What follows belongs to an exercise in optimizing a design on an open flow for small area, a short achievable clock period and few clock cycles per item; a production flow would make more cautious choices.
In this exercise RTL edits were held to simulation tests only and were not proved equivalent to the original.

File: flow/flow/run.sh
#!/bin/bash
bash standard.sh SETUP_SLACK_MARGIN=6.0 "BUFFER_PORTS_ARGS=-buffer_cell sky130_fd_sc_hd__buf_2" finish > standard.log 2>&1
File: flow/standard.sh
#!/bin/bash
# synth_recipe.tcl (not shown) runs the flow's synth.tcl, then flattens the netlist and writes it again
# the make line also repeats each setting of config.mk as NAME=value (left out here)
make -C /OpenROAD-flow-scripts/flow DESIGN_CONFIG=/design/flow/config.mk WORK_HOME=/design/flow/orfs CLKGATE_MAP_FILE= SYNTH_SCRIPT=/design/flow/synth_recipe.tcl "${@:-finish}"
File: flow/config.mk
export PLATFORM = sky130hd
export DESIGN_NAME = ahb_lite_fir_filter
export DESIGN_NICKNAME = ahb_lite_fir_filter
export VERILOG_FILES = /design/flow/design.v
export SDC_FILE = /design/flow/constraint.sdc
export NUM_CORES = 4
export LEC_CHECK = 0
export ABC_AREA = 1
export CAP_MARGIN = 20
export CORE_MARGIN = 2
export CORE_UTILIZATION = 40
export CTS_CLUSTER_DIAMETER = 120
export CTS_CLUSTER_SIZE = 22
export PLACE_DENSITY = 0.7
export SETUP_SLACK_MARGIN = 5
export SLEW_MARGIN = 20
File: flow/constraint.sdc
create_clock -name core_clock -period 11.0 [get_ports {clk}]
set_input_delay 2.2000 -clock core_clock [delete_from_list [all_inputs] [get_ports {clk}]]
set_output_delay 2.2000 -clock core_clock [all_outputs]
set_load 0.01 [all_outputs]
File: flow/design.v
module mul_csa (
  input  wire [15:0] x,
  input  wire [8:0]  one,
  input  wire [8:0]  two,
  input  wire [7:0]  neg,
  output wire [22:0] a,
  output wire [22:0] b,
  output wire        cl
);
  wire pp0_0 = ((one[0] & x[0])) ^ neg[0];
  wire pp0_1 = ((one[0] & x[1]) | (two[0] & x[0])) ^ neg[0];
  wire pp0_2 = ((one[0] & x[2]) | (two[0] & x[1])) ^ neg[0];
  wire pp0_3 = ((one[0] & x[3]) | (two[0] & x[2])) ^ neg[0];
  wire pp0_4 = ((one[0] & x[4]) | (two[0] & x[3])) ^ neg[0];
  wire pp0_5 = ((one[0] & x[5]) | (two[0] & x[4])) ^ neg[0];
  wire pp0_6 = ((one[0] & x[6]) | (two[0] & x[5])) ^ neg[0];
  wire pp0_7 = ((one[0] & x[7]) | (two[0] & x[6])) ^ neg[0];
  wire pp0_8 = ((one[0] & x[8]) | (two[0] & x[7])) ^ neg[0];
  wire pp0_9 = ((one[0] & x[9]) | (two[0] & x[8])) ^ neg[0];
  wire pp0_10 = ((one[0] & x[10]) | (two[0] & x[9])) ^ neg[0];
  wire pp0_11 = ((one[0] & x[11]) | (two[0] & x[10])) ^ neg[0];
  wire pp0_12 = ((one[0] & x[12]) | (two[0] & x[11])) ^ neg[0];
  wire pp0_13 = ((one[0] & x[13]) | (two[0] & x[12])) ^ neg[0];
  wire pp0_14 = ((one[0] & x[14]) | (two[0] & x[13])) ^ neg[0];
  wire pp0_15 = ((one[0] & x[15]) | (two[0] & x[14])) ^ neg[0];
  wire pp0_16 = ((two[0] & x[15])) ^ neg[0];
  wire ns0 = ~neg[0];
  wire pp1_0 = ((one[1] & x[0])) ^ neg[1];
  wire pp1_1 = ((one[1] & x[1]) | (two[1] & x[0])) ^ neg[1];
  wire pp1_2 = ((one[1] & x[2]) | (two[1] & x[1])) ^ neg[1];
  wire pp1_3 = ((one[1] & x[3]) | (two[1] & x[2])) ^ neg[1];
  wire pp1_4 = ((one[1] & x[4]) | (two[1] & x[3])) ^ neg[1];
  wire pp1_5 = ((one[1] & x[5]) | (two[1] & x[4])) ^ neg[1];
  wire pp1_6 = ((one[1] & x[6]) | (two[1] & x[5])) ^ neg[1];
  wire pp1_7 = ((one[1] & x[7]) | (two[1] & x[6])) ^ neg[1];
  wire pp1_8 = ((one[1] & x[8]) | (two[1] & x[7])) ^ neg[1];
  wire pp1_9 = ((one[1] & x[9]) | (two[1] & x[8])) ^ neg[1];
  wire pp1_10 = ((one[1] & x[10]) | (two[1] & x[9])) ^ neg[1];
  wire pp1_11 = ((one[1] & x[11]) | (two[1] & x[10])) ^ neg[1];
  wire pp1_12 = ((one[1] & x[12]) | (two[1] & x[11])) ^ neg[1];
  wire pp1_13 = ((one[1] & x[13]) | (two[1] & x[12])) ^ neg[1];
  wire pp1_14 = ((one[1] & x[14]) | (two[1] & x[13])) ^ neg[1];
  wire pp1_15 = ((one[1] & x[15]) | (two[1] & x[14])) ^ neg[1];
  wire pp1_16 = ((two[1] & x[15])) ^ neg[1];
  wire ns1 = ~neg[1];
  wire pp2_0 = ((one[2] & x[0])) ^ neg[2];
  wire pp2_1 = ((one[2] & x[1]) | (two[2] & x[0])) ^ neg[2];
  wire pp2_2 = ((one[2] & x[2]) | (two[2] & x[1])) ^ neg[2];
  wire pp2_3 = ((one[2] & x[3]) | (two[2] & x[2])) ^ neg[2];
  wire pp2_4 = ((one[2] & x[4]) | (two[2] & x[3])) ^ neg[2];
  wire pp2_5 = ((one[2] & x[5]) | (two[2] & x[4])) ^ neg[2];
  wire pp2_6 = ((one[2] & x[6]) | (two[2] & x[5])) ^ neg[2];
  wire pp2_7 = ((one[2] & x[7]) | (two[2] & x[6])) ^ neg[2];
  wire pp2_8 = ((one[2] & x[8]) | (two[2] & x[7])) ^ neg[2];
  wire pp2_9 = ((one[2] & x[9]) | (two[2] & x[8])) ^ neg[2];
  wire pp2_10 = ((one[2] & x[10]) | (two[2] & x[9])) ^ neg[2];
  wire pp2_11 = ((one[2] & x[11]) | (two[2] & x[10])) ^ neg[2];
  wire pp2_12 = ((one[2] & x[12]) | (two[2] & x[11])) ^ neg[2];
  wire pp2_13 = ((one[2] & x[13]) | (two[2] & x[12])) ^ neg[2];
  wire pp2_14 = ((one[2] & x[14]) | (two[2] & x[13])) ^ neg[2];
  wire pp2_15 = ((one[2] & x[15]) | (two[2] & x[14])) ^ neg[2];
  wire pp2_16 = ((two[2] & x[15])) ^ neg[2];
  wire ns2 = ~neg[2];
  wire pp3_0 = ((one[3] & x[0])) ^ neg[3];
  wire pp3_1 = ((one[3] & x[1]) | (two[3] & x[0])) ^ neg[3];
  wire pp3_2 = ((one[3] & x[2]) | (two[3] & x[1])) ^ neg[3];
  wire pp3_3 = ((one[3] & x[3]) | (two[3] & x[2])) ^ neg[3];
  wire pp3_4 = ((one[3] & x[4]) | (two[3] & x[3])) ^ neg[3];
  wire pp3_5 = ((one[3] & x[5]) | (two[3] & x[4])) ^ neg[3];
  wire pp3_6 = ((one[3] & x[6]) | (two[3] & x[5])) ^ neg[3];
  wire pp3_7 = ((one[3] & x[7]) | (two[3] & x[6])) ^ neg[3];
  wire pp3_8 = ((one[3] & x[8]) | (two[3] & x[7])) ^ neg[3];
  wire pp3_9 = ((one[3] & x[9]) | (two[3] & x[8])) ^ neg[3];
  wire pp3_10 = ((one[3] & x[10]) | (two[3] & x[9])) ^ neg[3];
  wire pp3_11 = ((one[3] & x[11]) | (two[3] & x[10])) ^ neg[3];
  wire pp3_12 = ((one[3] & x[12]) | (two[3] & x[11])) ^ neg[3];
  wire pp3_13 = ((one[3] & x[13]) | (two[3] & x[12])) ^ neg[3];
  wire pp3_14 = ((one[3] & x[14]) | (two[3] & x[13])) ^ neg[3];
  wire pp3_15 = ((one[3] & x[15]) | (two[3] & x[14])) ^ neg[3];
  wire pp3_16 = ((two[3] & x[15])) ^ neg[3];
  wire ns3 = ~neg[3];
  wire pp4_0 = ((one[4] & x[0])) ^ neg[4];
  wire pp4_1 = ((one[4] & x[1]) | (two[4] & x[0])) ^ neg[4];
  wire pp4_2 = ((one[4] & x[2]) | (two[4] & x[1])) ^ neg[4];
  wire pp4_3 = ((one[4] & x[3]) | (two[4] & x[2])) ^ neg[4];
  wire pp4_4 = ((one[4] & x[4]) | (two[4] & x[3])) ^ neg[4];
  wire pp4_5 = ((one[4] & x[5]) | (two[4] & x[4])) ^ neg[4];
  wire pp4_6 = ((one[4] & x[6]) | (two[4] & x[5])) ^ neg[4];
  wire pp4_7 = ((one[4] & x[7]) | (two[4] & x[6])) ^ neg[4];
  wire pp4_8 = ((one[4] & x[8]) | (two[4] & x[7])) ^ neg[4];
  wire pp4_9 = ((one[4] & x[9]) | (two[4] & x[8])) ^ neg[4];
  wire pp4_10 = ((one[4] & x[10]) | (two[4] & x[9])) ^ neg[4];
  wire pp4_11 = ((one[4] & x[11]) | (two[4] & x[10])) ^ neg[4];
  wire pp4_12 = ((one[4] & x[12]) | (two[4] & x[11])) ^ neg[4];
  wire pp4_13 = ((one[4] & x[13]) | (two[4] & x[12])) ^ neg[4];
  wire pp4_14 = ((one[4] & x[14]) | (two[4] & x[13])) ^ neg[4];
  wire pp4_15 = ((one[4] & x[15]) | (two[4] & x[14])) ^ neg[4];
  wire pp4_16 = ((two[4] & x[15])) ^ neg[4];
  wire ns4 = ~neg[4];
  wire pp5_0 = ((one[5] & x[0])) ^ neg[5];
  wire pp5_1 = ((one[5] & x[1]) | (two[5] & x[0])) ^ neg[5];
  wire pp5_2 = ((one[5] & x[2]) | (two[5] & x[1])) ^ neg[5];
  wire pp5_3 = ((one[5] & x[3]) | (two[5] & x[2])) ^ neg[5];
  wire pp5_4 = ((one[5] & x[4]) | (two[5] & x[3])) ^ neg[5];
  wire pp5_5 = ((one[5] & x[5]) | (two[5] & x[4])) ^ neg[5];
  wire pp5_6 = ((one[5] & x[6]) | (two[5] & x[5])) ^ neg[5];
  wire pp5_7 = ((one[5] & x[7]) | (two[5] & x[6])) ^ neg[5];
  wire pp5_8 = ((one[5] & x[8]) | (two[5] & x[7])) ^ neg[5];
  wire pp5_9 = ((one[5] & x[9]) | (two[5] & x[8])) ^ neg[5];
  wire pp5_10 = ((one[5] & x[10]) | (two[5] & x[9])) ^ neg[5];
  wire pp5_11 = ((one[5] & x[11]) | (two[5] & x[10])) ^ neg[5];
  wire pp5_12 = ((one[5] & x[12]) | (two[5] & x[11])) ^ neg[5];
  wire pp5_13 = ((one[5] & x[13]) | (two[5] & x[12])) ^ neg[5];
  wire pp5_14 = ((one[5] & x[14]) | (two[5] & x[13])) ^ neg[5];
  wire pp5_15 = ((one[5] & x[15]) | (two[5] & x[14])) ^ neg[5];
  wire pp5_16 = ((two[5] & x[15])) ^ neg[5];
  wire ns5 = ~neg[5];
  wire pp6_0 = ((one[6] & x[0])) ^ neg[6];
  wire pp6_1 = ((one[6] & x[1]) | (two[6] & x[0])) ^ neg[6];
  wire pp6_2 = ((one[6] & x[2]) | (two[6] & x[1])) ^ neg[6];
  wire pp6_3 = ((one[6] & x[3]) | (two[6] & x[2])) ^ neg[6];
  wire pp6_4 = ((one[6] & x[4]) | (two[6] & x[3])) ^ neg[6];
  wire pp6_5 = ((one[6] & x[5]) | (two[6] & x[4])) ^ neg[6];
  wire pp6_6 = ((one[6] & x[6]) | (two[6] & x[5])) ^ neg[6];
  wire pp6_7 = ((one[6] & x[7]) | (two[6] & x[6])) ^ neg[6];
  wire pp6_8 = ((one[6] & x[8]) | (two[6] & x[7])) ^ neg[6];
  wire pp6_9 = ((one[6] & x[9]) | (two[6] & x[8])) ^ neg[6];
  wire pp6_10 = ((one[6] & x[10]) | (two[6] & x[9])) ^ neg[6];
  wire pp6_11 = ((one[6] & x[11]) | (two[6] & x[10])) ^ neg[6];
  wire pp6_12 = ((one[6] & x[12]) | (two[6] & x[11])) ^ neg[6];
  wire pp6_13 = ((one[6] & x[13]) | (two[6] & x[12])) ^ neg[6];
  wire pp6_14 = ((one[6] & x[14]) | (two[6] & x[13])) ^ neg[6];
  wire pp6_15 = ((one[6] & x[15]) | (two[6] & x[14])) ^ neg[6];
  wire pp6_16 = ((two[6] & x[15])) ^ neg[6];
  wire ns6 = ~neg[6];
  wire pp7_0 = ((one[7] & x[0])) ^ neg[7];
  wire pp7_1 = ((one[7] & x[1]) | (two[7] & x[0])) ^ neg[7];
  wire pp7_2 = ((one[7] & x[2]) | (two[7] & x[1])) ^ neg[7];
  wire pp7_3 = ((one[7] & x[3]) | (two[7] & x[2])) ^ neg[7];
  wire pp7_4 = ((one[7] & x[4]) | (two[7] & x[3])) ^ neg[7];
  wire pp7_5 = ((one[7] & x[5]) | (two[7] & x[4])) ^ neg[7];
  wire pp7_6 = ((one[7] & x[6]) | (two[7] & x[5])) ^ neg[7];
  wire pp7_7 = ((one[7] & x[7]) | (two[7] & x[6])) ^ neg[7];
  wire pp7_8 = ((one[7] & x[8]) | (two[7] & x[7])) ^ neg[7];
  wire pp7_9 = ((one[7] & x[9]) | (two[7] & x[8])) ^ neg[7];
  wire pp7_10 = ((one[7] & x[10]) | (two[7] & x[9])) ^ neg[7];
  wire pp7_11 = ((one[7] & x[11]) | (two[7] & x[10])) ^ neg[7];
  wire pp7_12 = ((one[7] & x[12]) | (two[7] & x[11])) ^ neg[7];
  wire pp7_13 = ((one[7] & x[13]) | (two[7] & x[12])) ^ neg[7];
  wire pp7_14 = ((one[7] & x[14]) | (two[7] & x[13])) ^ neg[7];
  wire pp7_15 = ((one[7] & x[15]) | (two[7] & x[14])) ^ neg[7];
  wire pp7_16 = ((two[7] & x[15])) ^ neg[7];
  wire ns7 = ~neg[7];
  wire pp8_0 = one[8] & x[0];
  wire pp8_1 = one[8] & x[1];
  wire pp8_2 = one[8] & x[2];
  wire pp8_3 = one[8] & x[3];
  wire pp8_4 = one[8] & x[4];
  wire pp8_5 = one[8] & x[5];
  wire pp8_6 = one[8] & x[6];
  wire pp8_7 = one[8] & x[7];
  wire pp8_8 = one[8] & x[8];
  wire pp8_9 = one[8] & x[9];
  wire pp8_10 = one[8] & x[10];
  wire pp8_11 = one[8] & x[11];
  wire pp8_12 = one[8] & x[12];
  wire pp8_13 = one[8] & x[13];
  wire pp8_14 = one[8] & x[14];
  wire pp8_15 = one[8] & x[15];
  wire s1 = neg[5] ^ pp0_10;
  wire c2 = neg[5] & pp0_10;
  wire s3 = pp0_11 ^ pp1_9;
  wire c4 = pp0_11 & pp1_9;
  wire s5 = neg[6] ^ pp0_12 ^ pp1_10;
  wire c6 = (neg[6] & pp0_12) | (pp1_10 & (neg[6] ^ pp0_12));
  wire s7 = pp2_8 ^ pp3_6;
  wire c8 = pp2_8 & pp3_6;
  wire s9 = pp0_13 ^ pp1_11 ^ pp2_9;
  wire c10 = (pp0_13 & pp1_11) | (pp2_9 & (pp0_13 ^ pp1_11));
  wire s11 = pp3_7 ^ pp4_5;
  wire c12 = pp3_7 & pp4_5;
  wire s13 = neg[7] ^ pp0_14 ^ pp1_12;
  wire c14 = (neg[7] & pp0_14) | (pp1_12 & (neg[7] ^ pp0_14));
  wire s15 = pp2_10 ^ pp3_8 ^ pp4_6;
  wire c16 = (pp2_10 & pp3_8) | (pp4_6 & (pp2_10 ^ pp3_8));
  wire s17 = pp5_4 ^ pp6_2;
  wire c18 = pp5_4 & pp6_2;
  wire s19 = pp0_15 ^ pp1_13 ^ pp2_11;
  wire c20 = (pp0_15 & pp1_13) | (pp2_11 & (pp0_15 ^ pp1_13));
  wire s21 = pp3_9 ^ pp4_7 ^ pp5_5;
  wire c22 = (pp3_9 & pp4_7) | (pp5_5 & (pp3_9 ^ pp4_7));
  wire s23 = pp6_3 ^ pp7_1;
  wire c24 = pp6_3 & pp7_1;
  wire s25 = pp0_16 ^ pp1_14 ^ pp2_12;
  wire c26 = (pp0_16 & pp1_14) | (pp2_12 & (pp0_16 ^ pp1_14));
  wire s27 = pp3_10 ^ pp4_8 ^ pp5_6;
  wire c28 = (pp3_10 & pp4_8) | (pp5_6 & (pp3_10 ^ pp4_8));
  wire s29 = pp6_4 ^ pp7_2 ^ pp8_0;
  wire c30 = (pp6_4 & pp7_2) | (pp8_0 & (pp6_4 ^ pp7_2));
  wire s31 = neg[0] ^ pp1_15 ^ pp2_13;
  wire c32 = (neg[0] & pp1_15) | (pp2_13 & (neg[0] ^ pp1_15));
  wire s33 = pp3_11 ^ pp4_9 ^ pp5_7;
  wire c34 = (pp3_11 & pp4_9) | (pp5_7 & (pp3_11 ^ pp4_9));
  wire s35 = pp6_5 ^ pp7_3 ^ pp8_1;
  wire c36 = (pp6_5 & pp7_3) | (pp8_1 & (pp6_5 ^ pp7_3));
  wire s37 = neg[0] ^ pp1_16 ^ pp2_14;
  wire c38 = (neg[0] & pp1_16) | (pp2_14 & (neg[0] ^ pp1_16));
  wire s39 = pp3_12 ^ pp4_10 ^ pp5_8;
  wire c40 = (pp3_12 & pp4_10) | (pp5_8 & (pp3_12 ^ pp4_10));
  wire s41 = pp6_6 ^ pp7_4 ^ pp8_2;
  wire c42 = (pp6_6 & pp7_4) | (pp8_2 & (pp6_6 ^ pp7_4));
  wire s43 = ns0 ^ ns1 ^ pp2_15;
  wire c44 = (ns0 & ns1) | (pp2_15 & (ns0 ^ ns1));
  wire s45 = pp3_13 ^ pp4_11 ^ pp5_9;
  wire c46 = (pp3_13 & pp4_11) | (pp5_9 & (pp3_13 ^ pp4_11));
  wire s47 = pp6_7 ^ pp7_5 ^ pp8_3;
  wire c48 = (pp6_7 & pp7_5) | (pp8_3 & (pp6_7 ^ pp7_5));
  wire s49 = 1'b1 ^ pp2_16 ^ pp3_14;
  wire c50 = (1'b1 & pp2_16) | (pp3_14 & (1'b1 ^ pp2_16));
  wire s51 = pp4_12 ^ pp5_10 ^ pp6_8;
  wire c52 = (pp4_12 & pp5_10) | (pp6_8 & (pp4_12 ^ pp5_10));
  wire s53 = pp7_6 ^ pp8_4;
  wire c54 = pp7_6 & pp8_4;
  wire s55 = ns2 ^ pp3_15 ^ pp4_13;
  wire c56 = (ns2 & pp3_15) | (pp4_13 & (ns2 ^ pp3_15));
  wire s57 = pp5_11 ^ pp6_9 ^ pp7_7;
  wire c58 = (pp5_11 & pp6_9) | (pp7_7 & (pp5_11 ^ pp6_9));
  wire s59 = 1'b1 ^ pp3_16 ^ pp4_14;
  wire c60 = (1'b1 & pp3_16) | (pp4_14 & (1'b1 ^ pp3_16));
  wire s61 = pp5_12 ^ pp6_10;
  wire c62 = pp5_12 & pp6_10;
  wire s63 = ns3 ^ pp4_15 ^ pp5_13;
  wire c64 = (ns3 & pp4_15) | (pp5_13 & (ns3 ^ pp4_15));
  wire s65 = 1'b1 ^ pp4_16;
  wire c66 = 1'b1 & pp4_16;
  wire s67 = neg[3] ^ pp0_6;
  wire c68 = neg[3] & pp0_6;
  wire s69 = pp0_7 ^ pp1_5;
  wire c70 = pp0_7 & pp1_5;
  wire s71 = neg[4] ^ pp0_8 ^ pp1_6;
  wire c72 = (neg[4] & pp0_8) | (pp1_6 & (neg[4] ^ pp0_8));
  wire s73 = pp2_4 ^ pp3_2;
  wire c74 = pp2_4 & pp3_2;
  wire s75 = pp0_9 ^ pp1_7 ^ pp2_5;
  wire c76 = (pp0_9 & pp1_7) | (pp2_5 & (pp0_9 ^ pp1_7));
  wire s77 = pp3_3 ^ pp4_1;
  wire c78 = pp3_3 & pp4_1;
  wire s79 = pp1_8 ^ pp2_6 ^ pp3_4;
  wire c80 = (pp1_8 & pp2_6) | (pp3_4 & (pp1_8 ^ pp2_6));
  wire s81 = pp4_2 ^ pp5_0 ^ s1;
  wire c82 = (pp4_2 & pp5_0) | (s1 & (pp4_2 ^ pp5_0));
  wire s83 = pp2_7 ^ pp3_5 ^ pp4_3;
  wire c84 = (pp2_7 & pp3_5) | (pp4_3 & (pp2_7 ^ pp3_5));
  wire s85 = pp5_1 ^ c2 ^ s3;
  wire c86 = (pp5_1 & c2) | (s3 & (pp5_1 ^ c2));
  wire s87 = pp4_4 ^ pp5_2 ^ pp6_0;
  wire c88 = (pp4_4 & pp5_2) | (pp6_0 & (pp4_4 ^ pp5_2));
  wire s89 = c4 ^ s5 ^ s7;
  wire c90 = (c4 & s5) | (s7 & (c4 ^ s5));
  wire s91 = pp5_3 ^ pp6_1 ^ c6;
  wire c92 = (pp5_3 & pp6_1) | (c6 & (pp5_3 ^ pp6_1));
  wire s93 = c8 ^ s9 ^ s11;
  wire c94 = (c8 & s9) | (s11 & (c8 ^ s9));
  wire s95 = pp7_0 ^ c10 ^ c12;
  wire c96 = (pp7_0 & c10) | (c12 & (pp7_0 ^ c10));
  wire s97 = s13 ^ s15 ^ s17;
  wire c98 = (s13 & s15) | (s17 & (s13 ^ s15));
  wire s99 = c14 ^ c16 ^ c18;
  wire c100 = (c14 & c16) | (c18 & (c14 ^ c16));
  wire s101 = s19 ^ s21 ^ s23;
  wire c102 = (s19 & s21) | (s23 & (s19 ^ s21));
  wire s103 = c20 ^ c22 ^ c24;
  wire c104 = (c20 & c22) | (c24 & (c20 ^ c22));
  wire s105 = s25 ^ s27 ^ s29;
  wire c106 = (s25 & s27) | (s29 & (s25 ^ s27));
  wire s107 = c26 ^ c28 ^ c30;
  wire c108 = (c26 & c28) | (c30 & (c26 ^ c28));
  wire s109 = s31 ^ s33 ^ s35;
  wire c110 = (s31 & s33) | (s35 & (s31 ^ s33));
  wire s111 = c32 ^ c34 ^ c36;
  wire c112 = (c32 & c34) | (c36 & (c32 ^ c34));
  wire s113 = s37 ^ s39 ^ s41;
  wire c114 = (s37 & s39) | (s41 & (s37 ^ s39));
  wire s115 = c38 ^ c40 ^ c42;
  wire c116 = (c38 & c40) | (c42 & (c38 ^ c40));
  wire s117 = s43 ^ s45 ^ s47;
  wire c118 = (s43 & s45) | (s47 & (s43 ^ s45));
  wire s119 = c44 ^ c46 ^ c48;
  wire c120 = (c44 & c46) | (c48 & (c44 ^ c46));
  wire s121 = s49 ^ s51 ^ s53;
  wire c122 = (s49 & s51) | (s53 & (s49 ^ s51));
  wire s123 = pp8_5 ^ c50 ^ c52;
  wire c124 = (pp8_5 & c50) | (c52 & (pp8_5 ^ c50));
  wire s125 = c54 ^ s55 ^ s57;
  wire c126 = (c54 & s55) | (s57 & (c54 ^ s55));
  wire s127 = pp7_8 ^ pp8_6 ^ c56;
  wire c128 = (pp7_8 & pp8_6) | (c56 & (pp7_8 ^ pp8_6));
  wire s129 = c58 ^ s59 ^ s61;
  wire c130 = (c58 & s59) | (s61 & (c58 ^ s59));
  wire s131 = pp6_11 ^ pp7_9 ^ pp8_7;
  wire c132 = (pp6_11 & pp7_9) | (pp8_7 & (pp6_11 ^ pp7_9));
  wire s133 = c60 ^ c62 ^ s63;
  wire c134 = (c60 & c62) | (s63 & (c60 ^ c62));
  wire s135 = pp5_14 ^ pp6_12 ^ pp7_10;
  wire c136 = (pp5_14 & pp6_12) | (pp7_10 & (pp5_14 ^ pp6_12));
  wire s137 = pp8_8 ^ c64 ^ s65;
  wire c138 = (pp8_8 & c64) | (s65 & (pp8_8 ^ c64));
  wire s139 = ns4 ^ pp5_15 ^ pp6_13;
  wire c140 = (ns4 & pp5_15) | (pp6_13 & (ns4 ^ pp5_15));
  wire s141 = pp7_11 ^ pp8_9 ^ c66;
  wire c142 = (pp7_11 & pp8_9) | (c66 & (pp7_11 ^ pp8_9));
  wire s143 = 1'b1 ^ pp5_16 ^ pp6_14;
  wire c144 = (1'b1 & pp5_16) | (pp6_14 & (1'b1 ^ pp5_16));
  wire s145 = pp7_12 ^ pp8_10;
  wire c146 = pp7_12 & pp8_10;
  wire s147 = ns5 ^ pp6_15 ^ pp7_13;
  wire c148 = (ns5 & pp6_15) | (pp7_13 & (ns5 ^ pp6_15));
  wire s149 = 1'b1 ^ pp6_16;
  wire c150 = 1'b1 & pp6_16;
  wire s151 = neg[2] ^ pp0_4;
  wire c152 = neg[2] & pp0_4;
  wire s153 = pp0_5 ^ pp1_3;
  wire c154 = pp0_5 & pp1_3;
  wire s155 = pp1_4 ^ pp2_2 ^ pp3_0;
  wire c156 = (pp1_4 & pp2_2) | (pp3_0 & (pp1_4 ^ pp2_2));
  wire s157 = pp2_3 ^ pp3_1 ^ c68;
  wire c158 = (pp2_3 & pp3_1) | (c68 & (pp2_3 ^ pp3_1));
  wire s159 = pp4_0 ^ c70 ^ s71;
  wire c160 = (pp4_0 & c70) | (s71 & (pp4_0 ^ c70));
  wire s161 = c72 ^ c74 ^ s75;
  wire c162 = (c72 & c74) | (s75 & (c72 ^ c74));
  wire s163 = c76 ^ c78 ^ s79;
  wire c164 = (c76 & c78) | (s79 & (c76 ^ c78));
  wire s165 = c80 ^ s83 ^ c82;
  wire c166 = (c80 & s83) | (c82 & (c80 ^ s83));
  wire s167 = c84 ^ s87 ^ c86;
  wire c168 = (c84 & s87) | (c86 & (c84 ^ s87));
  wire s169 = c88 ^ c90 ^ s91;
  wire c170 = (c88 & c90) | (s91 & (c88 ^ c90));
  wire s171 = c92 ^ c94 ^ s95;
  wire c172 = (c92 & c94) | (s95 & (c92 ^ c94));
  wire s173 = c96 ^ c98 ^ s99;
  wire c174 = (c96 & c98) | (s99 & (c96 ^ c98));
  wire s175 = c100 ^ c102 ^ s103;
  wire c176 = (c100 & c102) | (s103 & (c100 ^ c102));
  wire s177 = c104 ^ c106 ^ s107;
  wire c178 = (c104 & c106) | (s107 & (c104 ^ c106));
  wire s179 = c108 ^ c110 ^ s111;
  wire c180 = (c108 & c110) | (s111 & (c108 ^ c110));
  wire s181 = c112 ^ c114 ^ s115;
  wire c182 = (c112 & c114) | (s115 & (c112 ^ c114));
  wire s183 = c116 ^ c118 ^ s119;
  wire c184 = (c116 & c118) | (s119 & (c116 ^ c118));
  wire s185 = c120 ^ c122 ^ s123;
  wire c186 = (c120 & c122) | (s123 & (c120 ^ c122));
  wire s187 = c124 ^ c126 ^ s127;
  wire c188 = (c124 & c126) | (s127 & (c124 ^ c126));
  wire s189 = s131 ^ c128 ^ c130;
  wire c190 = (s131 & c128) | (c130 & (s131 ^ c128));
  wire s191 = c132 ^ s135 ^ c134;
  wire c192 = (c132 & s135) | (c134 & (c132 ^ s135));
  wire s193 = c136 ^ s139 ^ c138;
  wire c194 = (c136 & s139) | (c138 & (c136 ^ s139));
  wire s195 = c140 ^ s143 ^ s145;
  wire c196 = (c140 & s143) | (s145 & (c140 ^ s143));
  wire s197 = pp8_11 ^ c144 ^ c146;
  wire c198 = (pp8_11 & c144) | (c146 & (pp8_11 ^ c144));
  wire s199 = pp7_14 ^ pp8_12 ^ c148;
  wire c200 = (pp7_14 & pp8_12) | (c148 & (pp7_14 ^ pp8_12));
  wire s201 = ns6 ^ pp7_15 ^ pp8_13;
  wire c202 = (ns6 & pp7_15) | (pp8_13 & (ns6 ^ pp7_15));
  wire s203 = 1'b1 ^ pp7_16;
  wire c204 = 1'b1 & pp7_16;
  wire s205 = neg[1] ^ pp0_2;
  wire c206 = neg[1] & pp0_2;
  wire s207 = pp0_3 ^ pp1_1;
  wire c208 = pp0_3 & pp1_1;
  wire s209 = pp1_2 ^ pp2_0 ^ s151;
  wire c210 = (pp1_2 & pp2_0) | (s151 & (pp1_2 ^ pp2_0));
  wire s211 = pp2_1 ^ c152 ^ s153;
  wire c212 = (pp2_1 & c152) | (s153 & (pp2_1 ^ c152));
  wire s213 = s67 ^ c154 ^ s155;
  wire c214 = (s67 & c154) | (s155 & (s67 ^ c154));
  wire s215 = s69 ^ c156 ^ s157;
  wire c216 = (s69 & c156) | (s157 & (s69 ^ c156));
  wire s217 = s73 ^ c158 ^ s159;
  wire c218 = (s73 & c158) | (s159 & (s73 ^ c158));
  wire s219 = s77 ^ c160 ^ s161;
  wire c220 = (s77 & c160) | (s161 & (s77 ^ c160));
  wire s221 = s81 ^ c162 ^ s163;
  wire c222 = (s81 & c162) | (s163 & (s81 ^ c162));
  wire s223 = s85 ^ c164 ^ s165;
  wire c224 = (s85 & c164) | (s165 & (s85 ^ c164));
  wire s225 = s89 ^ c166 ^ s167;
  wire c226 = (s89 & c166) | (s167 & (s89 ^ c166));
  wire s227 = s93 ^ c168 ^ s169;
  wire c228 = (s93 & c168) | (s169 & (s93 ^ c168));
  wire s229 = s97 ^ c170 ^ s171;
  wire c230 = (s97 & c170) | (s171 & (s97 ^ c170));
  wire s231 = s101 ^ c172 ^ s173;
  wire c232 = (s101 & c172) | (s173 & (s101 ^ c172));
  wire s233 = s105 ^ c174 ^ s175;
  wire c234 = (s105 & c174) | (s175 & (s105 ^ c174));
  wire s235 = s109 ^ c176 ^ s177;
  wire c236 = (s109 & c176) | (s177 & (s109 ^ c176));
  wire s237 = s113 ^ c178 ^ s179;
  wire c238 = (s113 & c178) | (s179 & (s113 ^ c178));
  wire s239 = s117 ^ c180 ^ s181;
  wire c240 = (s117 & c180) | (s181 & (s117 ^ c180));
  wire s241 = s121 ^ c182 ^ s183;
  wire c242 = (s121 & c182) | (s183 & (s121 ^ c182));
  wire s243 = s125 ^ c184 ^ s185;
  wire c244 = (s125 & c184) | (s185 & (s125 ^ c184));
  wire s245 = s129 ^ c186 ^ s187;
  wire c246 = (s129 & c186) | (s187 & (s129 ^ c186));
  wire s247 = s133 ^ c188 ^ s189;
  wire c248 = (s133 & c188) | (s189 & (s133 ^ c188));
  wire s249 = s137 ^ c190 ^ s191;
  wire c250 = (s137 & c190) | (s191 & (s137 ^ c190));
  wire s251 = s141 ^ c192 ^ s193;
  wire c252 = (s141 & c192) | (s193 & (s141 ^ c192));
  wire s253 = c142 ^ s195 ^ c194;
  wire c254 = (c142 & s195) | (c194 & (c142 ^ s195));
  wire s255 = s147 ^ c196 ^ s197;
  wire c256 = (s147 & c196) | (s197 & (s147 ^ c196));
  wire s257 = s149 ^ c198 ^ s199;
  wire c258 = (s149 & c198) | (s199 & (s149 ^ c198));
  wire s259 = c150 ^ s201 ^ c200;
  wire c260 = (c150 & s201) | (c200 & (c150 ^ s201));
  wire s261 = pp8_14 ^ c202 ^ s203;
  wire c262 = (pp8_14 & c202) | (s203 & (pp8_14 ^ c202));
  wire [7:0] la = {c214, c212, c210, c208, c206, pp1_0, pp0_1, neg[0]};
  wire [7:0] lb = {s215, s213, s211, s209, s207, s205, 1'b0, pp0_0};
  wire [8:0] ls = {1'b0, la} + {1'b0, lb};
  assign cl = ls[8];
  assign a[0] = c216;
  assign b[0] = s217;
  assign a[1] = c218;
  assign b[1] = s219;
  assign a[2] = c220;
  assign b[2] = s221;
  assign a[3] = c222;
  assign b[3] = s223;
  assign a[4] = c224;
  assign b[4] = s225;
  assign a[5] = c226;
  assign b[5] = s227;
  assign a[6] = c228;
  assign b[6] = s229;
  assign a[7] = c230;
  assign b[7] = s231;
  assign a[8] = c232;
  assign b[8] = s233;
  assign a[9] = c234;
  assign b[9] = s235;
  assign a[10] = c236;
  assign b[10] = s237;
  assign a[11] = c238;
  assign b[11] = s239;
  assign a[12] = c240;
  assign b[12] = s241;
  assign a[13] = c242;
  assign b[13] = s243;
  assign a[14] = c244;
  assign b[14] = s245;
  assign a[15] = c246;
  assign b[15] = s247;
  assign a[16] = c248;
  assign b[16] = s249;
  assign a[17] = c250;
  assign b[17] = s251;
  assign a[18] = c252;
  assign b[18] = s253;
  assign a[19] = c254;
  assign b[19] = s255;
  assign a[20] = c256;
  assign b[20] = s257;
  assign a[21] = c258;
  assign b[21] = s259;
  assign a[22] = c260;
  assign b[22] = s261;
endmodule
module booth_enc (
    input  wire [15:0] c,
    output wire [8:0]  one,
    output wire [8:0]  two,
    output wire [7:0]  neg
);
    wire [18:0] ce = {2'b00, c, 1'b0};
    genvar j;
    generate
        for (j = 0; j < 9; j = j + 1) begin : g
            wire b2 = ce[2*j+2];
            wire b1 = ce[2*j+1];
            wire b0 = ce[2*j];
            assign one[j] = b1 ^ b0;
            assign two[j] = (b2 & ~b1 & ~b0) | (~b2 & b1 & b0);
            if (j < 8) begin : gn
                assign neg[j] = b2;
            end
        end
    endgenerate
endmodule
module prefix16 (
    input  wire [15:0] g,
    input  wire [15:0] p,
    output wire        G,
    output wire        P
);
    wire [7:0] ga, pa;
    wire [3:0] gb, pb;
    wire [1:0] gc, pc;
    genvar i;
    generate
        for (i = 0; i < 8; i = i + 1) begin : l1
            assign ga[i] = g[2*i+1] | (p[2*i+1] & g[2*i]);
            assign pa[i] = p[2*i+1] & p[2*i];
        end
        for (i = 0; i < 4; i = i + 1) begin : l2
            assign gb[i] = ga[2*i+1] | (pa[2*i+1] & ga[2*i]);
            assign pb[i] = pa[2*i+1] & pa[2*i];
        end
        for (i = 0; i < 2; i = i + 1) begin : l3
            assign gc[i] = gb[2*i+1] | (pb[2*i+1] & gb[2*i]);
            assign pc[i] = pb[2*i+1] & pb[2*i];
        end
    endgenerate
    assign G = gc[1] | (pc[1] & gc[0]);
    assign P = pc[1] & pc[0];
endmodule
module ahb_lite_fir_filter (
    input  wire        clk,
    input  wire        n_rst,
    input  wire        hsel,
    input  wire [3:0]  haddr,
    input  wire        hsize,
    input  wire [1:0]  htrans,
    input  wire        hwrite,
    input  wire [15:0] hwdata,
    output reg  [15:0] hrdata,
    output reg         hresp
);
    wire xfer = hsel & (htrans != 2'b00);
    always @(*) begin
        hresp = 1'b0;
        if (xfer) begin
            if (hwrite) hresp = (haddr[3:2] == 2'b00) | (haddr == 4'd15);
            else        hresp = (haddr == 4'd15);
        end
    end
    wire wr_ok    = xfer & hwrite & (haddr[3:2] != 2'b00) & (haddr != 4'd15);
    wire s_wr_nx  = wr_ok & (haddr[3:1] == 3'd2);
    reg        wv;           
    reg        hw_lo;        
    reg        hw_hi;
    reg [3:0]  wa;
    reg        ws;
    reg [3:0]  ra;           
    reg        rs;
    always @(posedge clk, negedge n_rst) begin
        if (!n_rst) begin
            wv <= 1'b0; hw_lo <= 1'b0; hw_hi <= 1'b0;
        end else begin
            wv    <= wr_ok;
            hw_lo <= s_wr_nx & (hsize | ~haddr[0]);
            hw_hi <= s_wr_nx & (hsize | haddr[0]);
        end
    end
    always @(posedge clk) begin
        wa <= haddr;
        ws <= hsize;
        ra <= haddr;
        rs <= hsize;
    end
    wire w_lo  = ws | ~wa[0];
    wire w_hi  = ws | wa[0];
    wire s_wr  = hw_lo | hw_hi;                        
    wire ld    = wv & (wa == 4'd14) & hwdata[0];       
    wire [3:0] f_wr;
    assign f_wr[0] = wv & (wa[3:1] == 3'd3);
    assign f_wr[1] = wv & (wa[3:1] == 3'd4);
    assign f_wr[2] = wv & (wa[3:1] == 3'd5);
    assign f_wr[3] = wv & (wa[3:1] == 3'd6);
    reg [15:0] F0, F1, F2, F3;       
    reg [15:0] C0, C1, C2, C3;       
    reg [15:0] S, H1, H2;            
    reg [15:0] result;               
    reg        rneg;                 
    reg        err;
    reg [1:0] zf0, zf1, zf2, zf3;    
    reg [1:0] zc0, zc1, zc2, zc3;    
    reg       zs, zh1, zh2, zr;      
    always @(posedge clk, negedge n_rst) begin
        if (!n_rst) begin
            zf0 <= 2'b11; zf1 <= 2'b11; zf2 <= 2'b11; zf3 <= 2'b11;
            zc0 <= 2'b11; zc1 <= 2'b11; zc2 <= 2'b11; zc3 <= 2'b11;
        end else begin
            if (f_wr[0] & w_lo) zf0[0] <= 1'b0;
            if (f_wr[0] & w_hi) zf0[1] <= 1'b0;
            if (f_wr[1] & w_lo) zf1[0] <= 1'b0;
            if (f_wr[1] & w_hi) zf1[1] <= 1'b0;
            if (f_wr[2] & w_lo) zf2[0] <= 1'b0;
            if (f_wr[2] & w_hi) zf2[1] <= 1'b0;
            if (f_wr[3] & w_lo) zf3[0] <= 1'b0;
            if (f_wr[3] & w_hi) zf3[1] <= 1'b0;
            if (ld) begin
                zc0 <= zf0; zc1 <= zf1; zc2 <= zf2; zc3 <= zf3;
            end
        end
    end
    always @(posedge clk) begin
        begin
            if (f_wr[0] & w_lo) F0[7:0]  <= hwdata[7:0];
            if (f_wr[0] & w_hi) F0[15:8] <= hwdata[15:8];
            if (f_wr[1] & w_lo) F1[7:0]  <= hwdata[7:0];
            if (f_wr[1] & w_hi) F1[15:8] <= hwdata[15:8];
            if (f_wr[2] & w_lo) F2[7:0]  <= hwdata[7:0];
            if (f_wr[2] & w_hi) F2[15:8] <= hwdata[15:8];
            if (f_wr[3] & w_lo) F3[7:0]  <= hwdata[7:0];
            if (f_wr[3] & w_hi) F3[15:8] <= hwdata[15:8];
        end
    end
    always @(posedge clk) begin
        if (ld) begin
            C0 <= F0; C1 <= F1; C2 <= F2; C3 <= F3;
        end
    end
    wire [15:0] F0v = {zf0[1] ? 8'd0 : F0[15:8], zf0[0] ? 8'd0 : F0[7:0]};
    wire [15:0] F1v = {zf1[1] ? 8'd0 : F1[15:8], zf1[0] ? 8'd0 : F1[7:0]};
    wire [15:0] F2v = {zf2[1] ? 8'd0 : F2[15:8], zf2[0] ? 8'd0 : F2[7:0]};
    wire [15:0] F3v = {zf3[1] ? 8'd0 : F3[15:8], zf3[0] ? 8'd0 : F3[7:0]};
    wire [15:0] C3v = {zc3[1] ? 8'd0 : C3[15:8], zc3[0] ? 8'd0 : C3[7:0]};
    localparam J_IDLE = 3'd0, J_L3 = 3'd1, J_L2 = 3'd2, J_W2 = 3'd3, J_T1 = 3'd4;
    localparam T_NONE = 3'd0, T_P0 = 3'd5, T_L3 = 3'd1, T_L2 = 3'd2, T_W2 = 3'd3, T_T1 = 3'd4;
    reg        pend;         
    reg        acc_ok;       
    reg [2:0]  jq;           
    reg        shifted;      
    reg        msh;          
    reg [1:0]  mbk;          
    reg [2:0]  tag;          
    reg [2:0]  mop;          
    reg        sx_s, sx_h1, sx_h2;           
    reg        sc0, sc1, sc2, sc3;           
    reg [17:0] ACC;          
    wire complete_now = pend & acc_ok & (tag == T_P0);
    wire step = (mop != T_P0);
    wire gs  = sx_s  & ~zs;
    wire gh1 = sx_h1 & ~zh1;
    wire gh2 = sx_h2 & ~zh2;
    wire [15:0] xo = ({16{gs}} & S) | ({16{gh1}} & H1) | ({16{gh2}} & H2);
    wire [7:0] ca_lo = ({8{sc0 & ~zc0[0]}} & C0[7:0]) | ({8{sc1 & ~zc1[0]}} & C1[7:0])
                     | ({8{sc2 & ~zc2[0]}} & C2[7:0]) | ({8{sc3 & ~zc3[0]}} & C3[7:0]);
    wire [7:0] ca_hi = ({8{sc0 & ~zc0[1]}} & C0[15:8]) | ({8{sc1 & ~zc1[1]}} & C1[15:8])
                     | ({8{sc2 & ~zc2[1]}} & C2[15:8]) | ({8{sc3 & ~zc3[1]}} & C3[15:8]);
    wire [15:0] ca = {ca_hi, ca_lo};
    wire [15:0] xa = {hw_hi ? hwdata[15:8] : xo[15:8], hw_lo ? hwdata[7:0] : xo[7:0]};
    wire [8:0] a_one, a_two;
    wire [7:0] a_neg;
    booth_enc ENCA (.c(ca), .one(a_one), .two(a_two), .neg(a_neg));
    wire [22:0] ma_a, ma_b;
    wire        ma_c;
    mul_csa MA (.x(xa), .one(a_one), .two(a_two), .neg(a_neg), .a(ma_a), .b(ma_b), .cl(ma_c));
    reg [22:0] pa, pb;
    reg        pcl;
    always @(posedge clk) begin
        pa  <= ma_a;
        pb  <= ma_b;
        pcl <= ma_c;
    end
    wire [24:0] U2  = {1'b0, pa, 1'b1} + {1'b0, pb, pcl};
    wire [23:0] U   = U2[24:1];
    wire [15:0] T   = U[22:7];
    wire [7:0]  lo2 = {1'b0, pa[6:0]} + {1'b0, pb[6:0]} + {7'd0, pcl};
    wire        cin = lo2[7];
    wire [15:0] ph  = pa[22:7];
    wire [15:0] qh  = pb[22:7];
    wire [15:0] nk  = ~ACC[15:0];
    wire [15:0] sv  = ph ^ qh ^ nk;
    wire [15:0] cm  = (ph & qh) | (ph & nk) | (qh & nk);
    wire [15:0] g1 = ph & qh;
    wire [15:0] p1 = ph | qh;
    wire [15:0] g2 = sv & {cm[14:0], 1'b0};
    wire [15:0] p2 = sv | {cm[14:0], 1'b0};
    wire gw, pw, gr, pr;
    prefix16 PW (.g(g1), .p(p1), .G(gw), .P(pw));
    prefix16 PR (.g(g2), .p(p2), .G(gr), .P(pr));
    wire w    = gw | (pw & cin);
    wire c16  = gr | (pr & cin);
    wire ovf3 = ~ACC[17] & ACC[16];
    wire err4 = ACC[17] & (w ? (cm[15] & c16) : (cm[15] | c16));
    wire err_n = ovf3 | err4;
    wire        a_sub = (tag == T_P0) | (tag == T_L2) | (tag == T_W2);
    wire [17:0] a_op  = (tag == T_W2) ? {2'b00, M3} : (tag == T_L3) ? 18'd0 : ACC;
    wire [18:0] a_s2  = {a_op, 1'b1} + {{2'b00, T} ^ {18{a_sub}}, a_sub};
    wire [17:0] a_sum = a_s2[18:1];
    wire        mb_act = (mbk != 2'd3);
    wire [15:0] xm = ({16{~msh & ~zh1}} & H1) | ({16{msh & ~zh2}} & H2);
    reg  [2:0]  mneg, mone, mtwo;    
    wire [16:0] mg0 = ({17{mone[0]}} & {1'b0, xm}) | ({17{mtwo[0]}} & {xm, 1'b0});
    wire [16:0] mg1 = ({17{mone[1]}} & {1'b0, xm}) | ({17{mtwo[1]}} & {xm, 1'b0});
    wire [16:0] mg2 = ({17{mone[2]}} & {1'b0, xm}) | ({17{mtwo[2]}} & {xm, 1'b0});
    reg         mbp;                 
    reg  [21:0] mbacc;
    wire [15:0] M3 = mbacc[15:0];
    wire [26:0] r0 = {{8{mneg[0]}}, mg0 ^ {17{mneg[0]}}, 1'b0, (mbk != 2'd0) & mbp};
    wire [26:0] r1 = {{6{mneg[1]}}, mg1 ^ {17{mneg[1]}}, 1'b0, mneg[0], 2'b00};
    wire [26:0] r2 = {{4{mneg[2]}}, mg2 ^ {17{mneg[2]}}, 1'b0, mneg[1], 4'b0000};
    wire [26:0] r3 = (mbk == 2'd0) ? 27'd0 : {{6{mbacc[21]}}, mbacc[21:1]};
    wire [26:0] k1s = r0 ^ r1 ^ r2;
    wire [26:0] k1c = {((r0 & r1) | (r0 & r2) | (r1 & r2)), 1'b0};
    wire [26:0] k2s = k1s ^ k1c ^ r3;
    wire [26:0] k2c = {((k1s & k1c) | (k1s & r3) | (k1c & r3)), 1'b0};
    wire [26:0] mbsum = k2s + k2c;
    always @(posedge clk) begin
        if (mb_act) begin
            mbacc <= mbsum[26:5];
            mbp   <= mneg[2];
        end
        if (tag == T_L3 || tag == T_L2 || tag == T_W2 || tag == T_T1) ACC <= a_sum;
    end
    reg [2:0] jq_n;
    always @(*) begin
        if (ld)        jq_n = J_L3;
        else if (step) jq_n = (mop == T_L3) ? J_L2 : (mop == T_T1) ? J_IDLE : J_T1;
        else           jq_n = complete_now ? J_W2 : jq;
    end
    wire [2:0] tag_n    = ld ? T_NONE : mop;
    wire       pend_n   = s_wr | (pend & ~complete_now);
    wire       acc_ok_n = ~ld & ~complete_now & (acc_ok | (tag == T_T1));
    wire       shift_n  = ~ld & ~complete_now & (shifted | s_wr);
    wire [1:0] mbk_n    = (ld | complete_now) ? 2'd0 : (mbk == 2'd3) ? 2'd3 : mbk + 2'd1;
    wire       cpl_nx = pend_n & acc_ok_n & (tag_n == T_P0);
    wire [2:0] jq_nx  = cpl_nx ? J_W2 : jq_n;
    wire       sh_nx  = shift_n & ~cpl_nx;
    reg  [2:0] mop_n;
    always @(*) begin
        if (s_wr_nx) mop_n = T_P0;
        else case (jq_nx)
            J_L3:    mop_n = T_L3;
            J_L2:    mop_n = T_L2;
            J_W2:    mop_n = T_W2;
            J_T1:    mop_n = T_T1;
            default: mop_n = T_P0;
        endcase
    end
    wire [15:0] c3_n = ld ? F3v : C3v;
    wire [18:0] c3e  = {2'b00, c3_n, 1'b0};
    reg  [6:0]  cw;
    always @(*) begin
        case (mbk_n)
            2'd0:    cw = c3e[6:0];
            2'd1:    cw = c3e[12:6];
            default: cw = c3e[18:12];
        endcase
    end
    reg [2:0] mneg_n, mone_n, mtwo_n;
    integer q;
    always @(*) begin
        for (q = 0; q < 3; q = q + 1) begin
            mone_n[q] = cw[2*q+1] ^ cw[2*q];
            mtwo_n[q] = (cw[2*q+2] & ~cw[2*q+1] & ~cw[2*q]) | (~cw[2*q+2] & cw[2*q+1] & cw[2*q]);
            mneg_n[q] = cw[2*q+2];
        end
    end
    always @(posedge clk, negedge n_rst) begin
        if (!n_rst) begin
            mone <= 3'd0; mtwo <= 3'd0; mneg <= 3'd0;
        end else begin
            mone <= mone_n; mtwo <= mtwo_n; mneg <= mneg_n;
        end
    end
    always @(posedge clk, negedge n_rst) begin
        if (!n_rst) begin
            zs <= 1'b1; zh1 <= 1'b1; zh2 <= 1'b1; zr <= 1'b1;
            err <= 1'b0;
            pend <= 1'b0; acc_ok <= 1'b0;
            jq <= J_L3; shifted <= 1'b0; msh <= 1'b0; mbk <= 2'd0; tag <= T_NONE;
            mop <= T_L3;
            sx_s <= 1'b0; sx_h1 <= 1'b0; sx_h2 <= 1'b1;
            sc0 <= 1'b0; sc1 <= 1'b0; sc2 <= 1'b0; sc3 <= 1'b1;
        end else begin
            if (s_wr) begin
                zs  <= 1'b0;
                zh1 <= zs;
                zh2 <= zh1;
            end
            if (complete_now) begin
                err <= err_n;
                zr  <= 1'b0;
            end
            if (ld) err <= 1'b0;
            pend    <= pend_n;
            acc_ok  <= acc_ok_n;
            jq      <= jq_n;
            shifted <= shift_n;
            msh     <= ~ld & ~complete_now & (msh | s_wr);
            mbk     <= mbk_n;
            tag     <= tag_n;
            mop     <= mop_n;
            sx_s    <= (mop_n == T_P0) | ((mop_n == T_T1) & ~sh_nx);
            sx_h1   <= ((mop_n == T_T1) & sh_nx) | (((mop_n == T_L2) | (mop_n == T_W2)) & ~sh_nx);
            sx_h2   <= (mop_n == T_L3) | (((mop_n == T_L2) | (mop_n == T_W2)) & sh_nx);
            sc0     <= (mop_n == T_P0);
            sc1     <= (mop_n == T_T1);
            sc2     <= (mop_n == T_L2) | (mop_n == T_W2);
            sc3     <= (mop_n == T_L3);
        end
    end
    always @(posedge clk) begin
        if (s_wr) begin
            S  <= xa;
            H1 <= S;
            H2 <= H1;
        end
        if (complete_now) begin
            result <= a_sum[15:0];
            rneg   <= a_sum[17];
        end
    end
    wire busy_o = pend & ~complete_now;
    wire err_o  = complete_now ? err_n : err;
    wire [15:0] rmag = rneg ? (~result + 16'd1) : result;
    reg [15:0] rv;
    always @(*) begin
        case (ra[3:1])
            3'd0:    rv = {7'd0, err_o, 7'd0, busy_o};
            3'd1:    rv = zr ? 16'd0 : rmag;
            3'd2:    rv = zs ? 16'd0 : S;
            3'd3:    rv = F0v;
            3'd4:    rv = F1v;
            3'd5:    rv = F2v;
            3'd6:    rv = F3v;
            default: rv = 16'd0;
        endcase
        hrdata[15:8] = (rs | ra[0])  ? rv[15:8] : 8'd0;
        hrdata[7:0]  = (rs | ~ra[0]) ? rv[7:0]  : 8'd0;
    end
endmodule
==> notes.md, run 1 <==
- The biggest fanout along the worst timing path is 2.
- The filler cells instantiated in the layout total roughly 6.0k.
- In the final layout, the share of cells above drive strength 1 is 10.76%.
- After global routing the overflow that remains totals 0.
- The core area is about 63,000 µm².
- The startpoint identified for the worst register-to-register timing path is zc2[0].
- The standard cell area after detailed placement is 26,280 µm².
- In the finished design, the share of the clock period the worst path needs comes to between 40% and 50%.
- The number of buffers created by CTS is 21.
- Setup repair after global routing could not meet its margin everywhere.
- The antenna diode instance count is 0.
- The die covers 65,010 µm².
- The worst setup path is captured at a primary output.
- The biggest area consumer among synthesized cells is sky130_fd_sc_hd__edfxtp_1.
- After detailed routing, the average wire length per cell comes to 18.97 µm.
- A synthesized cell averages 9.209 µm².
- The final cell utilization of the core is 44.10%.
- The number of setup violations in the final report is 0.
- The die is 255.0 µm wide.
- At the worst endpoint, the arrival time is 2.78 ns.
- The library cell appearing most often on the critical path is sky130_fd_sc_hd__nand2_2.
- The placer's final routability congestion estimate is 0.9205.
- The number of nets in the layout is between 3k and 4k.
- The first-pass GRT wire length is approximately 110,000 µm.
- The final-report hold violation count was 0.
- Sequential cells were found to cover 37.60% of the synthesized design area.
- The flop and latch count out of synthesis is about 340.
- The port buffer count is 43.
- The count of maximum capacitance violations is 0.
- The number of primary I/O pins is 44.
- Timing would allow up to 200.8 MHz.
- The starting density of the core is 40.24%.
- In the routed design, unresolved DRC markers number 0.
- The startpoint identified for the worst hold timing path is F3[15].
- For hold timing, the worst endpoint is C3[15].
- The commonest cells after synthesis are sky130_fd_sc_hd__inv_1, sky130_fd_sc_hd__nand2_1, sky130_fd_sc_hd__edfxtp_1.
- Yosys mapped the design onto 61 distinct sky130hd cell types.
- After legalization and detailed placement, the total HPWL measured ~52,000 µm.
- The worst relative slew slack is 26.16%.
- The cell count after synthesis came out at 2,736.
- The flip-flop cell with the highest count after synthesis is sky130_fd_sc_hd__edfxtp_1.
- In this run, synthesis inferred roughly 230 flip-flops with an integrated enable.
- After detailed routing, the number of vias per cell comes to 5.393.
- The cell area after synthesis is 25,200 µm².
- The pin count of the biggest net entering global routing is 76.
- The flow ran to the end and the layout has no timing, DRC or antenna violations.
- The number of antenna violations at the first check in global routing came to 0.
- The total iterations of the first detailed-routing run is 5.
- The setup slack on the worst flop-to-flop path is 6.16 ns.
- The worst setup path category is flip-flop to primary output.
- The required time of the critical path is between 8 and 9 ns.
- The global-route total usage across every layer is 21.39%.
- The root buffer cell is sky130_fd_sc_hd__clkbuf_16.
- The number of clock sinks seen by CTS is 341.
- In this run the biggest area consumer among cell types represents 27.89% of the synthesized area.
- The TritonCTS clock tree is done.
- Across all layers, the routed design uses 19.65k vias.
- The most repeated cell in the gate-level netlist after synthesis is sky130_fd_sc_hd__inv_1.
- The worst hold path passes through 0 cells.
- For this block, the routed nets add up to 69,110 µm of wire.
- The worst path needs ~5.0 ns of the cycle, external delays included.
- The critical register-to-register path endpoint is pb[6].
- Walking the worst path, the cells encountered are fa_1, nand2_1, o21a_1, nand2_2, nor2_4, nand3_2, nand3_2, nand2_2, nand2_2, nand2_2, nand2_2, nand2_2, a21oi_2, buf_2.
- Across all setup checks in the final design, the least slack found is 6.021 ns.
- The worst setup path is launched from a flip-flop.
- The tightest min-delay check is of the flip-flop to flip-flop type.
- When the netlist entered floorplanning its net count stood at 3,035.
- Relative to the synthesized area, the layout overhead comes to 9.599%.
- The post-placement setup slack is 5.362 ns.
- The count of pins over their slew limit came to 0.
- The die height is 255.0 µm.
- The tightest hold margin is 0.4359 ns.
- The worst register-to-register path has a depth of 17.
- The first routing iteration left between 2k and 2.5k violations.
- The clock passes through at most 3 buffers.
- The antenna violation net count after detailed routing is 0.
- The transition time at the pin with the least slew margin is roughly 1.1 ns.
- The initialized floorplan defines 92 standard-cell rows.
- Yosys attributes the largest share of cell area to sky130_fd_sc_hd__edfxtp_1, sky130_fd_sc_hd__fa_1, sky130_fd_sc_hd__xor2_1.
- The Yosys warning count is 1.
- Counting flops with an async set or reset pin after synthesis yields a share of between 10% and 20%.
- The clock slew at the register clock pins of the worst setup and hold paths is ~0.11 ns.
- The highest cell delay on the worst timing path is 0.50 ns.
- The largest clock skew in the final design is 0.05130 ns.
- The standard cell with the maximum stage delay on the critical path is sky130_fd_sc_hd__fa_1.
- Summed over all failing endpoints, the final setup total negative slack is 0 ns.
- The number of global-route vias before repair is roughly 19k.
- The clock latency reported for the late side of the worst-skew pair is 0.58 ns.
- The H-tree depth reported by CTS is 1.
- After routing the design area is around 28,000 µm².
==> repair_timing <==
item | in CTS | in global routing
hold buffers | 0 | 0
pin swaps | 23 | 28
setup buffers | 4 | 33
endpoints found under the setup margin | 47 | 48
resized for setup | 45 | 52
==> logic make-up after synthesis <==
kind of cell	synth area share [%]
DFF	37.60
and+or+nand+nor	12.74
xor gates and xnor gates	8.621
buffers and inverters	9.415
adders and majority gates	18.33
AOI/OAI and AO/OA	13.29
==> critical path: cells and delay by family, from the launching register on <==
family          cells  cell delay (ns)
compound gates      2             0.28
buf+inv             1             0.14
fa+ha+maj           1             0.50
flops               1             0.47
simple gates       10             0.84
==> how the worst max path moves through the flow <==
stage / startpoint / endpoint
2_1_floorplan: hwdata[12] / pb[14]
3_3_place_gp: hwdata[7] / pb[14]
3_5_place_dp: hwdata[7] / pb[14]
4_1_cts: hwdata[6] / pb[14]
5_1_grt: ACC[6] / hrdata[8]
6_report: ACC[15] / hrdata[8]
==> sequential cells by signal, summed over array words and instances, names as in the netlist, 18 cells and up <==
register and flops:
pb 23, ACC 18, mbacc 22, pa 23
==> final cells by class <==
type                            instances  area, µm²  area share [%]
Clock buffer                           33      570.5           2.066
Clock inverter                          5      95.09          0.3444
Inverter                              521       1988           7.200
Multi-Input combinational cell       1794      13680           49.55
Sequential cell                       341       9478           34.32
Tap cell                              846       1059           3.833
Timing Repair Buffer                  103      740.7           2.682
==> stage by stage <==
| stage | std cells |
|---|---|
| global placement | 3567 |
| global route | 3643 |
| CTS | 3609 |
| finish | 3643 |
| floorplan | 2736 |
| detailed placement | 3567 |
==> metal layers <==
| metal | global-route usage (%) | part of all wire (%) | up-vias |
|---|---|---|---|
| met4 | 5.965 | 2.8 | 0 |
| met3 | 3.600 | 8.8 | 124 |
| li1 | - | - | 9156 |
| met5 | 0 | 0 | - |
| met1 | 29.53 | 42 | 9442 |
| met2 | 34.76 | 46 | 926 |
==> placed cells by master (no fill, tap or decap), types with 7 or more instances in the layout <==
cell type,n
sky130_fd_sc_hd__buf_4,54
sky130_fd_sc_hd__a31oi_1,22
sky130_fd_sc_hd__dfstp_2,24
sky130_fd_sc_hd__clkbuf_16,21
sky130_fd_sc_hd__inv_1,483
sky130_fd_sc_hd__o21ai_1,10
sky130_fd_sc_hd__ha_1,109
sky130_fd_sc_hd__inv_2,21
sky130_fd_sc_hd__buf_2,43
sky130_fd_sc_hd__nor3_1,28
sky130_fd_sc_hd__edfxtp_1,234
sky130_fd_sc_hd__o22ai_4,8
sky130_fd_sc_hd__o22ai_2,22
sky130_fd_sc_hd__nor2_1,168
sky130_fd_sc_hd__nor2_2,9
sky130_fd_sc_hd__a32oi_1,9
sky130_fd_sc_hd__o21a_1,9
sky130_fd_sc_hd__a21oi_1,97
sky130_fd_sc_hd__dfrtp_1,30
sky130_fd_sc_hd__nand4_1,15
sky130_fd_sc_hd__o21ai_4,7
sky130_fd_sc_hd__xnor2_1,33
sky130_fd_sc_hd__xor2_1,215
sky130_fd_sc_hd__dfxtp_1,50
sky130_fd_sc_hd__nand2_2,26
sky130_fd_sc_hd__o21ai_2,7
sky130_fd_sc_hd__o22ai_1,186
sky130_fd_sc_hd__fa_1,162
sky130_fd_sc_hd__clkbuf_1,12
sky130_fd_sc_hd__o21ai_0,88
sky130_fd_sc_hd__nand2_1,360
sky130_fd_sc_hd__nand3_1,107
Testbench counts, summed over its fixed seeds: cycles 4,880, samples 1,600.
==> run 2: changes to the inputs <==
--- a/flow/config.mk
+++ b/flow/config.mk
@@ -6,11 +6,11 @@
 export NUM_CORES = 4
 export LEC_CHECK = 0
 export ABC_AREA = 1
-export CAP_MARGIN = 20
+export CAP_MARGIN = 10
 export CORE_MARGIN = 2
 export CORE_UTILIZATION = 40
 export CTS_CLUSTER_DIAMETER = 120
 export CTS_CLUSTER_SIZE = 22
 export PLACE_DENSITY = 0.7
 export SETUP_SLACK_MARGIN = 5
-export SLEW_MARGIN = 20
+export SLEW_MARGIN = 10
==> run 2 against run 1 <==
Net effect: clock skew is 0.00070 ns lower; final cell count hardly changed; die area stayed put; global-route usage stayed put; synthesized cell count stayed put; synthesized area stayed put; hold slack hardly changed; clock-buffer cell count stayed put; critical path type unchanged.
==> notes.md, run 2 <==
- The core area is 62,620 µm² (unchanged).
- The cell area after synthesis is 25,200 µm² (unchanged).
- The pin count of the biggest net entering global routing is 76 (unchanged).
- The die height was 255.0 µm (unchanged).
- The starting density of the core is 40.24% (unchanged).
- The synthesized-area fraction occupied by ao, oa, aoi and oai cells is 13.29% (unchanged).
- The first-pass GRT wire length is 108,500 µm (unchanged).
- The standard cell with the maximum stage delay on the critical path is sky130_fd_sc_hd__fa_1 (unchanged).
- The number of enable-type register cells in the synthesized netlist was 234 (unchanged).
- The fraction of registers with async set/reset came to 16.13% (unchanged).
- The final-report hold violation count is 0 (unchanged).
- The critical register-to-register path endpoint is pb[6] (unchanged).
- The post-layout worst setup margin came to 6.020 ns (was 6.021 ns).
- The root buffer cell is sky130_fd_sc_hd__clkbuf_16 (unchanged).
- The placed cell count was 3,567 (unchanged).
- The setup slack on the worst flop-to-flop path is 6.12 ns (was 6.16 ns).
- The required time of the critical path is 8.80 ns (about the same).
- The arrival time reported for the critical path endpoint came to 2.78 ns (about the same).
- The x dimension of the die is 255.0 µm (unchanged).
- The final wirelength is 69,140 µm (was 69,110 µm).
- The number of clock sinks seen by CTS was 341 (unchanged).
- The commonest non-fill, non-tap cell in the layout is sky130_fd_sc_hd__inv_1 (unchanged).
- The number of standard-cell rows in the floorplan was 92 (unchanged).
- The worst setup path category is flip-flop to primary output (unchanged).
- The antenna violation net count after detailed routing is 0 (unchanged).
- The placer's final routability congestion estimate is 0.9205 (unchanged).
- The TritonCTS clock tree is done (unchanged).
- Chain of cells forming the critical path: fa_1, nand2_1, buf_4, nand3_1, nand3_1, nor2_2, nand3_2, nand2_2, nand2_2, nand2_2, nand2_2, nand2_2, a21oi_2, buf_2 (was fa_1, nand2_1, o21a_1, nand2_2, nor2_4, nand3_2, nand3_2, nand2_2, nand2_2, nand2_2, nand2_2, nand2_2, a21oi_2, buf_2).
- The flop and latch count out of synthesis was 341 (unchanged).
- The area fraction of the dominant cell type after synthesis is 27.89% (unchanged).
- The share of final-layout standard cells stronger than drive strength 1 came to 10.70% (was 10.76%).
- The mean instance size in the synthesized netlist is 9.209 µm² (unchanged).
- The type of destination of the critical path was a primary output (unchanged).
- The setup TNS is 0 ns (unchanged).
- The main combinational cell family by area after synthesis is adder cells (unchanged).
- The net count of the mapped netlist is 3,035 (unchanged).
- Commonest cells after routing, fill and taps aside: sky130_fd_sc_hd__inv_1, sky130_fd_sc_hd__nand2_1, sky130_fd_sc_hd__edfxtp_1 (unchanged).
- The transition time at the pin with the least slew margin is 1.110 ns (was 1.106 ns).
- The start of the worst register-to-register path is zc2[0] (unchanged).
- Leading cell types by count after synthesis: sky130_fd_sc_hd__inv_1, sky130_fd_sc_hd__nand2_1, sky130_fd_sc_hd__edfxtp_1 (unchanged).
- The global-route total usage across every layer is 21.39% (unchanged).
- The H-tree depth reported by CTS is 1 (unchanged).
- The synthesized-area fraction occupied by xor and xnor cells was 8.621% (unchanged).
- The library cell appearing most often on the critical path is sky130_fd_sc_hd__nand2_2 (unchanged).
- The part of the Yosys area used for sequential elements is 37.60% (unchanged).
- The half-perimeter wire length after detailed placement is 52,480 µm (unchanged).
- The antenna diode instance count is 0 (unchanged).
- The number of cell instances on the worst register-to-register path is 17 (unchanged).
- The ratio of final minimum period to clock period came to 45.27% (about the same).
- The worst hold path endpoint is C3[15] (unchanged).
- The Yosys warning count is 1 (unchanged).
- The flip-flop cell with the highest count after synthesis is sky130_fd_sc_hd__edfxtp_1 (unchanged).
- The overall overflow remaining after global route was 0 (unchanged).
- RSZ-0062 raised after global routing: true (unchanged).
- Main area contributors after synthesis: sky130_fd_sc_hd__edfxtp_1, sky130_fd_sc_hd__fa_1, sky130_fd_sc_hd__xor2_1 (unchanged).
- The type of element launching the critical path is a flip-flop (unchanged).
- The number of global-route vias before repair came to 19.22k (unchanged).
- The final period demand of the worst path is 4.980 ns (was 4.979 ns).
- Status: no timing/DRC/antenna violations (unchanged).
- The area growth from synthesis to final layout is 9.560% (was 9.599%).
- The iteration-0 DRC count of the detailed router is 2,395 (was 2,215).
- The count of different cell masters after synthesis is 61 (unchanged).
- The largest clock skew in the final design is 0.05060 ns (was 0.05130 ns).
- The post-placement setup slack is 5.362 ns (unchanged).
- The total iterations of the first detailed-routing run was 6 (was 5).
- The critical path buffer and inverter count is 2 (was 1).
- The number of antenna violations at the first check in global routing came to 0 (unchanged).
- The biggest area consumer among synthesized cells is sky130_fd_sc_hd__edfxtp_1 (unchanged).
-- run 2: logic make-up (layout without fill, tap and decap cells) --
| family | Yosys count | in the layout |
|---|---|---|
| simple gates | 752 | 752 |
| buf+inv | 601 | 660 |
| flops | 341 | 341 |
| compound gates | 522 | 522 |
| fa+ha+maj | 272 | 272 |
| xor+xnor | 248 | 248 |
-- run 2: stage by stage --
stage	instance area, µm²	util [%]
2_1_floorplan	25270	-
3_3_place_gp	26280	41.97
3_5_place_dp	26280	41.97
4_1_cts	27100	43.28
5_1_grt	27600	44.08
6_report	27600	44.08
-- run 2: timing repair --
| item | CTS | global route |
|---|---|---|
| gates resized for setup | 45 | 54 |
| setup buffers | 4 | 32 |
| pin swaps | 23 | 22 |
| hold buffers | 0 | 0 |
| setup endpoints to repair | 47 | 48 |
-- run 2: final cells by class --
type,count,area [µm²]
clock inverter,5,95.09
timing repair buffer,101,725.7
multi-input combinational,1794,13690
fill,5999,35020
clock buffer,33,570.5
tap,846,1059
sequential,341,9477
inverter,521,1988
-- run 2: layer usage --
metal	routed length (µm)	track usage, %	up-vias
met5	0	0	-
met4	2024	5.965	0
met3	6261	3.600	145
met2	31660	34.76	909
met1	29190	29.53	9406
li1	-	-	9141
-- run 2: how the worst max path moves through the flow --
stage / startpoint / to / slack [ns] / cells past startpoint
after CTS: hwdata[6] / pb[14] / 5.96 / 11
after global placement: hwdata[7] / pb[14] / 5.40 / 11
after detailed placement: hwdata[7] / pb[14] / 5.36 / 11
final: ACC[15] / hrdata[8] / 6.02 / 14
after global routing: ACC[4] / hrdata[8] / 5.88 / 16
after floorplan: hwdata[12] / pb[14] / 6.01 / 11

==> what the ideal ports hide <==
In the flow no input, the clock included, has a driving cell. The finished layouts below were timed again as built, in two steps.
Step 1: set_driving_cell puts a clkbuf_16 on clk and a buf_2 on each other input, an assumption about the parent block.
Step 2, shift: input delay + t, output delay - t, t = (earliest + latest rising clock arrival at the registers) / 2. This alone moves slack from input paths to output paths.
Slacks: ideal / step 1 / step 2; pairs: ideal / step 1.
run	shift t [ns]	setup slack, ns	slew at the worst register clock pin (ns)
run 1	0.619	6.021 / 5.955 / 5.519	0.11 / 0.11
run 2	0.619	6.020 / 5.955 / 5.515	0.11 / 0.11
After both steps every run listed still meets setup and hold. The setup slack of run 2, which loses most, moves by -0.065 ns with the drivers and by -0.505 ns with both steps.
